Context: an optimization exercise on an open-source flow, tuned for small area, a short achievable clock period and few clock cycles. The choices shown serve that exercise and are no tape-out recipe.
At most, simulation tests tie the RTL to the original design; equivalence was not proved.
No activity file was given, so power comes from the tool's default toggle rates.

==> module Bin2BCD, before the edit <==
module Bin2BCD(
    input clk,
    input rst,
    input en,
    input [11:0] bin_d_in,
    output [15:0] bcd_d_out,
    output rdy
    );
    reg [11:0] bin_q;
    reg        rdy_q;
    always @(posedge clk) begin
        if (en) bin_q <= bin_d_in;
        rdy_q <= en & ~rst;
    end
    function [3:0] add3(input [3:0] d);
        add3 = (d > 4) ? d + 4'd3 : d;
    endfunction
    reg [27:0] s;
    integer i;
    always @* begin
        s = {16'b0, bin_q};
        for (i = 0; i < 12; i = i + 1) begin
            s[15:12] = add3(s[15:12]);
            s[19:16] = add3(s[19:16]);
            s[23:20] = add3(s[23:20]);
            s[27:24] = add3(s[27:24]);
            s = s << 1;
        end
    end
    assign bcd_d_out = s[27:12];
    assign rdy = rdy_q;
endmodule
export LEC_CHECK = 0
export CAP_MARGIN = 20
export CORE_MARGIN = 2
export CORE_UTILIZATION = 40
export SLEW_MARGIN = 20
create_clock -name core_clock -period 3.0 [get_ports {clk}]
run.sh (not shown) runs the stock make flow with config.mk's settings and CLKGATE_MAP_FILE= SYNTH_SCRIPT=/design/flow/synth_recipe.tcl, a recipe that flattens the netlist after the stock synthesis.
The first run finished but fails on negative setup slack.
==> next run, changes <==
==> flow/design.v (replaced) <==
module Bin2BCD(
    input clk,
    input rst,
    input en,
    input [11:0] bin_d_in,
    output [15:0] bcd_d_out,
    output rdy
    );
    function [3:0] add3(input [3:0] d);
        case (d)
            4'd5: add3 = 4'd8;
            4'd6: add3 = 4'd9;
            4'd7: add3 = 4'd10;
            4'd8: add3 = 4'd11;
            4'd9: add3 = 4'd12;
            default: add3 = d;
        endcase
    endfunction
    reg [27:0] s;
    integer i;
    always @* begin
        s = {16'b0, bin_d_in};
        for (i = 0; i < 12; i = i + 1) begin
            s[15:12] = add3(s[15:12]);
            s[19:16] = add3(s[19:16]);
            s[23:20] = add3(s[23:20]);
            s[27:24] = add3(s[27:24]);
            s = s << 1;
        end
    end
    reg [15:0] bcd_q;
    reg        rdy_q;
    always @(posedge clk) begin
        if (en) bcd_q <= s[27:12];
        rdy_q <= en & ~rst;
    end
    assign bcd_d_out = bcd_q;
    assign rdy = rdy_q;
endmodule
After rerunning: The changed run reached the layout checks and failed them: negative setup slack; global-route usage came out lower by 2.2 points; utilization shrinks by 8.6 points; hold slack gains 0.023 ns; sequential power went up by well over a third; sequential share of layout area rises by 3.8 points; non-clock buffer count drops by 87; count of clock-buffer cells in the layout increases by 1; flip-flop and latch count came out higher by 3; setup slack gets better by 2.9 ns; routed wire length went down by a quarter to a third.
Function was not checked in any run of this note: the RTL went through the layout flow alone.

--- another note on this design; it stands on its own ---

## Bin2BCD
module Bin2BCD(
    input clk,
    input rst,
    input en,
    input [11:0] bin_d_in,
    output [15:0] bcd_d_out,
    output rdy
    );
==> flow/config.mk <==
export PLATFORM = sky130hd
export DESIGN_NAME = Bin2BCD
export DESIGN_NICKNAME = Bin2BCD
export VERILOG_FILES = /design/flow/design.v
export SDC_FILE = /design/flow/constraint.sdc
export NUM_CORES = 4
export LEC_CHECK = 0
export ABC_AREA = 1
export CAP_MARGIN = 20
export CORE_MARGIN = 2
export CORE_UTILIZATION = 40
export SETUP_SLACK_MARGIN = 0.8
export SLEW_MARGIN = 20
==> flow/constraint.sdc <==
create_clock -name core_clock -period 3.0 [get_ports {clk}]
set_input_delay 0.6000 -clock core_clock [delete_from_list [all_inputs] [get_ports {clk}]]
set_output_delay 0.6000 -clock core_clock [all_outputs]
set_load 0.01 [all_outputs]
run.sh (not shown) runs the stock make flow with config.mk's settings and CLKGATE_MAP_FILE= SYNTH_SCRIPT=/design/flow/synth_recipe.tcl, a recipe that flattens the netlist after the stock synthesis.
The first run finished but fails on negative setup slack.
Testbench counts at the start, summed over its fixed seeds: cycles 4,096.
==> next run, changes <==
SETUP_SLACK_MARGIN = unset   (was 0.8)
- This time the run completed without violations
- power fell by 24%
- synthesized cell count does not change
- worst setup slack improved by 0.088 ns
- wire length goes down by 20%
- cell area fell by 20%
- cell count falls by 3.8%
- fmax increases by 3.0%
- die area is unchanged
- utilization came out lower by 16 points
- area after synthesis is unchanged
- clock-buffer cell count came out higher by 1

[afterwards: timing with drivers on the ports]
In the flow no input, the clock included, has a driving cell. The finished layouts below were timed again as built, in two steps. Step 1 assumes that a clkbuf_16 drives the clock port and a buf_2 every other input. Step 2 adds t to the input delays and takes it off the output delays; t is the mean of the earliest and latest rising clock arrival at the registers after step 1. Input paths then give back, and output paths get back, about the clock's delay inside the block. Three values: no drivers, after step 1, after step 2; two values: the first two.
| run | shift t [ns] | setup slack, ns | worst register clock-pin slew, ns | worst data-port slew with drivers (ns) | cell pins on the clock port's net |
|---|---|---|---|---|---|
| the first run of note 1 | 0.280 | -3.543 / -3.571 / -3.290 | 0.08 / 0.08 | 0.05 | 1 |
| the second run of note 1 | 0.263 | -0.605 / -0.620 / -0.882 | 0.06 / 0.06 | 0.05 | 1 |
| the first run of note 2 | 0.276 | -0.029 / -0.054 / 0.221 | 0.07 / 0.07 | 0.06 | 1 |
| the second run of note 2 | 0.266 | 0.059 / 0.034 / -0.007 | 0.06 / 0.06 | 0.03 | 1 |
With both steps, setup timing fails in the second run of note 2, where it was met with ideal ports. For the second run of note 1, which loses most, drivers alone change the setup slack by -0.015 ns; drivers and shift together by -0.277 ns.
